This design comes from an exercise in tuning for small area, a short achievable clock period and few clock cycles per item on the open sky130 flow, not from production work.
RTL that was checked went through simulation tests only; none was proved equivalent to the original.
No activity file was given, so power comes from the tool's default toggle rates.

// Neuron
module Neuron (
 input clk,
 input GlobalReset,             
 input Input_Valid,             
 input [11:0] Bias,             
 output Idle,
 input [335:0] Row_Wgt,         
 input [27:0] Row_Pix,          
 output Row_Ready,              
 output [18:0] NeuronOutput,
 output OutputReady);
reg busy;
reg take_r;
reg [5:0] cyc;       
reg o_OutputReady;
wire start = Input_Valid & ~busy;
wire take = start | take_r;
assign Idle = ~busy;
assign Row_Ready = take;
assign OutputReady = o_OutputReady;
reg [1:0] vld_r;    
always @(posedge clk or negedge GlobalReset) begin
  if (!GlobalReset) begin
    busy <= 1'b0;
    take_r <= 1'b0;
    cyc <= 6'd0;
    o_OutputReady <= 1'b0;
    vld_r <= 0;
  end else begin
    vld_r <= {vld_r[0:0], take};
    if (start) begin
      busy <= 1'b1;
      take_r <= 1'b1;
      cyc <= 6'd1;
      o_OutputReady <= 1'b0;
    end else if (busy) begin
      cyc <= cyc + 6'd1;
      if (cyc == 6'd27)
        take_r <= 1'b0;
      if (cyc == 6'd30) begin
        busy <= 1'b0;
        o_OutputReady <= 1'b1;
      end
    end
  end
end
wire [11:0] pp [0:27];
genvar g;
generate
for (g = 0; g < 28; g = g + 1) begin : PP
  assign pp[g] = ~(Row_Wgt[12*g +: 12] & {12{Row_Pix[g]}});
end
endgenerate
wire s0l0_fs0;
wire s0l0_fc0;
wire s0l0_fs1;
wire s0l0_fc1;
wire s0l0_fs2;
wire s0l0_fc2;
wire s0l0_fs3;
wire s0l0_fc3;
wire s0l0_fs4;
wire s0l0_fc4;
wire s0l0_fs5;
wire s0l0_fc5;
wire s0l0_fs6;
wire s0l0_fc6;
wire s0l0_fs7;
wire s0l0_fc7;
wire s0l0_fs8;
wire s0l0_fc8;
wire s0l0_fs9;
wire s0l0_fc9;
wire s0l0_fs10;
wire s0l0_fc10;
wire s0l0_fs11;
wire s0l0_fc11;
wire s0l0_fs12;
wire s0l0_fc12;
  ...
For scale: about 1200 cells after synthesis, roughly 14000 µm² of cells after synthesis.
==> flow/config.mk <==
export PLATFORM = sky130hd
export DESIGN_NAME = Neuron
export DESIGN_NICKNAME = Neuron
export VERILOG_FILES = /design/flow/design.v
export SDC_FILE = /design/flow/constraint.sdc
export NUM_CORES = 4
export LEC_CHECK = 0
export CAP_MARGIN = 20
export CORE_MARGIN = 2
export CORE_UTILIZATION = 65
export CTS_BUF_LIST = sky130_fd_sc_hd__clkbuf_8
export CTS_CLUSTER_DIAMETER = 60
export CTS_CLUSTER_SIZE = 16
export PLACE_DENSITY = 0.85
export SETUP_SLACK_MARGIN = 1.6
export SLEW_MARGIN = 20
export SYNTH_HIERARCHICAL = 1
export SYNTH_MINIMUM_KEEP_SIZE = 0
==> flow/constraint.sdc <==
create_clock -name core_clock -period 4.0 [get_ports {clk}]
set_input_delay 0.8000 -clock core_clock [delete_from_list [all_inputs] [get_ports {clk}]]
set_output_delay 0.8000 -clock core_clock [all_outputs]
set_load 0.01 [all_outputs]
standard.sh (not shown) runs the stock make flow with config.mk's settings and CLKGATE_MAP_FILE= SYNTH_SCRIPT=/design/flow/synth_recipe.tcl, a recipe that flattens the netlist after the stock synthesis.
==> flow/flow/run.sh <==
#!/bin/bash
# The standard layout (the standard.sh: standard synthesis, then ORFS to
# finish), with the ports buffered by sky130_fd_sc_hd__buf_1 cells instead of
# the delay buffers buffer_ports picks by default. Make's output goes to
# flow.log; each ORFS step keeps its own log under orfs/logs/.
set -euo pipefail
bash standard.sh "BUFFER_PORTS_ARGS=-buffer_cell sky130_fd_sc_hd__buf_1" finish > flow.log 2>&1
The starting point produced a clean layout.
Testbench counts at the start, summed over its fixed seeds: cycles 5,960, items 192.
Then changed:
- CORE_UTILIZATION: 65 -> 55
- PLACE_DENSITY: 0.85 -> 0.75
- SETUP_SLACK_MARGIN: 1.6 -> 1.45
Outcome:
- power falls by 2.9%
- synthesized cell count stays the same
- wire length falls by about 4%
- synthesized area is unchanged
- design area falls by about 2%
- sequential share of layout area rises by 0.55 points

Neuron again, from the RTL that the note above started with.
Design Neuron, start of the top module:
module Neuron (
 input clk,
 input GlobalReset,             
 input Input_Valid,             
 input [11:0] Bias,             
 output Idle,
 input [335:0] Row_Wgt,         
 input [27:0] Row_Pix,          
 output Row_Ready,              
 output [18:0] NeuronOutput,
 output OutputReady);
reg busy;
reg take_r;
reg [5:0] cyc;       
reg o_OutputReady;
wire start = Input_Valid & ~busy;
wire take = start | take_r;
assign Idle = ~busy;
assign Row_Ready = take;
assign OutputReady = o_OutputReady;
reg [1:0] vld_r;    
always @(posedge clk or negedge GlobalReset) begin
  if (!GlobalReset) begin
    busy <= 1'b0;
    take_r <= 1'b0;
    cyc <= 6'd0;
    o_OutputReady <= 1'b0;
    vld_r <= 0;
  end else begin
    vld_r <= {vld_r[0:0], take};
    if (start) begin
      busy <= 1'b1;
      take_r <= 1'b1;
      cyc <= 6'd1;
      o_OutputReady <= 1'b0;
    end else if (busy) begin
      cyc <= cyc + 6'd1;
      if (cyc == 6'd27)
        take_r <= 1'b0;
      if (cyc == 6'd30) begin
        busy <= 1'b0;
        o_OutputReady <= 1'b1;
      end
    end
  end
end
wire [11:0] pp [0:27];
genvar g;
generate
for (g = 0; g < 28; g = g + 1) begin : PP
  assign pp[g] = ~(Row_Wgt[12*g +: 12] & {12{Row_Pix[g]}});
end
endgenerate
wire s0l0_fs0;
wire s0l0_fc0;
wire s0l0_fs1;
wire s0l0_fc1;
wire s0l0_fs2;
wire s0l0_fc2;
wire s0l0_fs3;
wire s0l0_fc3;
wire s0l0_fs4;
wire s0l0_fc4;
wire s0l0_fs5;
wire s0l0_fc5;
wire s0l0_fs6;
wire s0l0_fc6;
wire s0l0_fs7;
wire s0l0_fc7;
wire s0l0_fs8;
wire s0l0_fc8;
wire s0l0_fs9;
wire s0l0_fc9;
wire s0l0_fs10;
wire s0l0_fc10;
wire s0l0_fs11;
wire s0l0_fc11;
wire s0l0_fs12;
wire s0l0_fc12;
wire s0l0_fs13;
wire s0l0_fc13;
wire s0l0_fs14;
wire s0l0_fc14;
wire s0l0_fs15;
wire s0l0_fc15;
wire s0l0_fs16;
wire s0l0_fc16;
wire s0l0_fs17;
wire s0l0_fc17;
wire s0l0_fs18;
wire s0l0_fc18;
wire s0l0_fs19;
wire s0l0_fc19;
wire s0l0_fs20;
wire s0l0_fc20;
wire s0l0_fs21;
wire s0l0_fc21;
wire s0l0_fs22;
wire s0l0_fc22;
wire s0l0_fs23;
wire s0l0_fc23;
wire s0l0_fs24;
wire s0l0_fc24;
wire s0l0_fs25;
wire s0l0_fc25;
wire s0l0_fs26;
wire s0l0_fc26;
wire s0l0_fs27;
wire s0l0_fc27;
wire s0l0_fs28;
  ...
==> flow/config.mk <==
export PLATFORM = sky130hd
export DESIGN_NAME = Neuron
export DESIGN_NICKNAME = Neuron
export VERILOG_FILES = /design/flow/design.v
export SDC_FILE = /design/flow/constraint.sdc
export NUM_CORES = 4
export LEC_CHECK = 0
export CAP_MARGIN = 20
export CORE_MARGIN = 2
export CORE_UTILIZATION = 55
export CTS_BUF_LIST = sky130_fd_sc_hd__clkbuf_8
export CTS_CLUSTER_DIAMETER = 60
export CTS_CLUSTER_SIZE = 16
export PLACE_DENSITY = 0.75
export SETUP_SLACK_MARGIN = 1.75
export SLEW_MARGIN = 20
export SYNTH_HIERARCHICAL = 1
export SYNTH_MINIMUM_KEEP_SIZE = 0
==> flow/constraint.sdc <==
create_clock -name core_clock -period 4.0 [get_ports {clk}]
set_input_delay 0.8000 -clock core_clock [delete_from_list [all_inputs] [get_ports {clk}]]
set_output_delay 0.8000 -clock core_clock [all_outputs]
set_load 0.01 [all_outputs]
Scripts as last shown in full above: flow/flow/run.sh
Testbench counts at the start, summed over its fixed seeds: cycles 5,960, items 192.
Rerun with:
- CORE_UTILIZATION: 55 -> 40
- PLACE_DENSITY: 0.75 -> 0.6
- SETUP_SLACK_MARGIN: 1.75 -> 1.6
Sequential power is about the same.
Worst setup slack loses 0.12 ns.
Sequential cell count stays the same.
Routed wire length shrinks by 7.9%.
Via count shrinks by 9.5%.
Cell area shrinks by 7.0%.
Worst hold slack gains 0.012 ns.
Final cell count grows by 4.4%.
Non-clock buffer count shrinks by 37.
Rerun with:
- CORE_UTILIZATION: 40 -> 55
- PLACE_DENSITY: 0.6 -> 0.75
Outcome: Wire length is lower by 4.5%. First-iteration DRC count climbs by 100%. Area after synthesis is unchanged. Setup slack is better by 0.036 ns. Cell area went down by 1.3%. Worst hold slack got worse by 0.010 ns. Sequential power hardly moves.

## try-quartz
Another version of the RTL of Neuron (not shown whole).
Size in the first run: roughly 1,200 cells after synthesis, about 400 I/O pins, roughly 14,000 µm² of cells after synthesis.
Settings: LEC_CHECK=0, CAP_MARGIN=20, CORE_MARGIN=2, CORE_UTILIZATION=55, CTS_BUF_LIST=sky130_fd_sc_hd__clkbuf_8, CTS_CLUSTER_DIAMETER=50, CTS_CLUSTER_SIZE=24, PLACE_DENSITY=0.75, SETUP_SLACK_MARGIN=1.6, SLEW_MARGIN=20, SYNTH_HIERARCHICAL=1, SYNTH_MINIMUM_KEEP_SIZE=0; clock period 4.0 ns.
Scripts as last shown in full above: flow/flow/run.sh
Testbench counts of try-quartz, summed over its fixed seeds: cycles 5,960, items 192.
The inputs of try-ember differ from those of try-quartz as listed below.
-- flow/config.mk --
<<< try-quartz, line 8
>>> try-ember, line 8
export ABC_AREA = 1
<<< try-quartz, line 12
export CTS_CLUSTER_DIAMETER = 50
export CTS_CLUSTER_SIZE = 24
>>> try-ember, line 13
export CTS_CLUSTER_DIAMETER = 60
export CTS_CLUSTER_SIZE = 16
==> comparison <==
CTS buffer count: try-ember and try-quartz compared, higher one is try-quartz. [compare] base=try-quartz new=try-ember: non-clock buffer count higher, wire length increased 1.6%, core utilization up 0.21 points. When try-ember is set beside try-quartz, its number of vias in the routed layout turns out to be about 4% larger.
### try-ember -> try-yarrow
-- flow/config.mk --
<<< try-ember, line 8
export ABC_AREA = 1
>>> try-yarrow, line 8
<<< try-ember, line 15
>>> try-yarrow, line 14
export HOLD_SLACK_MARGIN = 0
<<< try-ember, line 20
>>> try-yarrow, line 20
export TNS_END_PERCENT = 100
## What came out
- Measured against each other, try-ember and try-yarrow differ in number of antenna diodes, the lower figure coming from try-yarrow.
- try-ember has higher die boundary height than try-yarrow.
- Delta (try-yarrow minus try-ember): buffering overhead -0.51 points; top achievable clock speed went up 0.39%; worst-case setup slack after placement +0.020 ns; placeable core region shrank by 290 µm².
- Worst hold margin delta (try-ember -> try-yarrow): insignificant
- try-yarrow reports a lower proportion of layout cells with a drive suffix above 1 than try-ember does.
- Between try-ember and try-yarrow, the final routed wirelength across all metal layers is lower for try-yarrow.

Setup of rev 12:
Another version of the RTL of Neuron (not shown whole).
For scale: about 400 I/O pins, ~13,000 µm² of cells after synthesis.
clock: 4.0 ns
lec_check: 0
abc_clock_period_in_ps: 1500
cap_margin: 20
core_margin: 2
core_utilization: 40
place_density: 0.6
slew_margin: 20
synth_hierarchical: 1
synth_minimum_keep_size: 0
Scripts as last shown in full above: flow/flow/run.sh
Testbench counts of rev 12, summed over its fixed seeds: cycles 5,576, items 192.
[inputs] rev 13 vs rev 12
Settings: a deleted ABC_CLOCK_PERIOD_IN_PS that had been 1500; an added SETUP_SLACK_MARGIN of 0.8.
Findings:
Met2 global-route usage: rev 13 > rev 12
On final hold slack, rev 12 tracks rev 13 almost exactly.
[compare] base=rev 12 new=rev 13: wire length of the first global-routing pass went up; power climbed 0.00044 W; non-clock buffer count rose 10; half-perimeter wire length after detailed placement saw an increase; total vias in the final route +203.
Rev 13 vs rev 12, combinational group share of total power went up by 1.2 points.
Compared with rev 12, rev 13 shows a higher combined global-route utilization of all metal layers.
Min relative max-transition margin across rev 12 and rev 13: rev 13
Maximum frequency from static timing analysis ends up higher on rev 13.

Setup of job 3117:
Another version of the RTL of Neuron (not shown whole).
Size in the first run: ~1100 cells after synthesis, about 400 I/O pins, roughly 14000 um^2 of cells after synthesis.
Settings: LEC_CHECK=0, CAP_MARGIN=20, CORE_MARGIN=2, CORE_UTILIZATION=40, CTS_BUF_LIST=sky130_fd_sc_hd__clkbuf_8, CTS_CLUSTER_DIAMETER=60, CTS_CLUSTER_SIZE=16, PLACE_DENSITY=0.6, SETUP_SLACK_MARGIN=1.9, SLEW_MARGIN=20, SYNTH_HIERARCHICAL=1, SYNTH_MINIMUM_KEEP_SIZE=0; clock period 4.0 ns.
Scripts as last shown in full above: flow/flow/run.sh
Job 3117: all stages complete, timing, DRC and antenna checks passed
Input-level comparison between job 8464 and job 3117:
- SETUP_SLACK_MARGIN now 1.6, was 1.9
==> notes.md <==
Job 8464 against job 3117: power attributed to the clock group now sits lower; sequential-cell power consumption saw a decrease; cell area power density grew by 4.9%.
Comparing job 3117 and job 8464, the higher met2 routed wirelength was measured on job 3117.
Going from job 3117 to job 8464, the global-route total usage across every layer was found to have gone down by 3.9 points.
Wire length of the first global-routing pass is lower on job 8464
Job 8464 ends up with a wire length that is 6.5 mm lower than in job 3117.
Area: job 8464 vs job 3117 -> job 8464 smaller
On clock buffer count in the final layout, the higher figure sits with job 3117, not job 8464.
Function was not checked in any run of this note: the RTL went through the layout flow alone.

Neuron with an RTL version that a note above also has.
Size: ~14,000 um^2 of cells after synthesis.
Settings: LEC_CHECK=0, CAP_MARGIN=5, CORE_MARGIN=2, CORE_UTILIZATION=55, CTS_BUF_LIST=sky130_fd_sc_hd__clkbuf_8, CTS_CLUSTER_DIAMETER=60, CTS_CLUSTER_SIZE=16, PLACE_DENSITY=0.75, SETUP_SLACK_MARGIN=1.6, SLEW_MARGIN=5, SYNTH_HIERARCHICAL=1, SYNTH_MINIMUM_KEEP_SIZE=0; clock period 4.0 ns.
Scripts as last shown in full above: flow/flow/run.sh
The first run went through all stages and came out clean.
Testbench counts at the start, summed over its fixed seeds: cycles 5,960, items 192.
Change:
Settings changed: CAP_MARGIN 5 to 20, SLEW_MARGIN 5 to 20.
Cell area does not change; utilization does not change; die area stays the same; maximum frequency is unchanged; critical path depth does not change.

## separate check: timing with driven ports
In the flow no input, the clock included, has a driving cell. The finished layouts below were timed again as built, in two steps. Step 1 assumes that a clkbuf_16 drives the clock port and a buf_2 every other input. Step 2 also shifts input and output timing later by t, the mid clock arrival at the registers, as if the neighbouring blocks saw the same clock. Three values: ideal ports, drivers, drivers and shift; two values: the first two.
| run | t, ns | setup WS [ns] | slew at the worst register clock pin (ns) | worst slew at a driven data input, ns |
|---|---|---|---|---|
| the first run of note 1 | 0.554 | 1.560 / 1.577 / 1.022 | 0.11 / 0.11 | 0.09 |
| the second run of note 1 | 0.555 | 1.481 / 1.498 / 0.943 | 0.10 / 0.10 | 0.09 |
| the first run of note 2 | 0.557 | 1.672 / 1.636 / 1.079 | 0.10 / 0.10 | 0.09 |
| the second run of note 2 | 0.562 | 1.548 / 1.568 / 1.006 | 0.10 / 0.10 | 0.09 |
| the third run of note 2 | 0.550 | 1.584 / 1.599 / 1.049 | 0.10 / 0.10 | 0.12 |
| try-quartz | 0.559 | 1.591 / 1.612 / 1.053 | 0.11 / 0.11 | 0.09 |
| try-ember | 0.555 | 1.581 / 1.585 / 1.044 | 0.10 / 0.10 | 0.15 |
| try-yarrow | 0.536 | 1.590 / 1.605 / 1.069 | 0.10 / 0.10 | 0.09 |
| rev 12 | 0.460 | 0.515 / 0.474 / 0.485 | 0.07 / 0.07 | 0.09 |
| rev 13 | 0.463 | 0.741 / 0.700 / 0.487 | 0.07 / 0.07 | 0.10 |
| job 3117 | 0.568 | 1.718 / 1.702 / 1.134 | 0.11 / 0.11 | 0.11 |
| job 8464 | 0.555 | 1.570 / 1.592 / 1.036 | 0.10 / 0.10 | 0.09 |
| the first run of note 6 | 0.536 | 1.590 / 1.605 / 1.069 | 0.10 / 0.10 | 0.09 |
| the second run of note 6 | 0.536 | 1.590 / 1.605 / 1.069 | 0.10 / 0.10 | 0.09 |
After both steps every run listed still meets setup and hold. The setup slack of the first run of note 2, which loses most, moves by -0.036 ns with the drivers and by -0.593 ns with both steps.
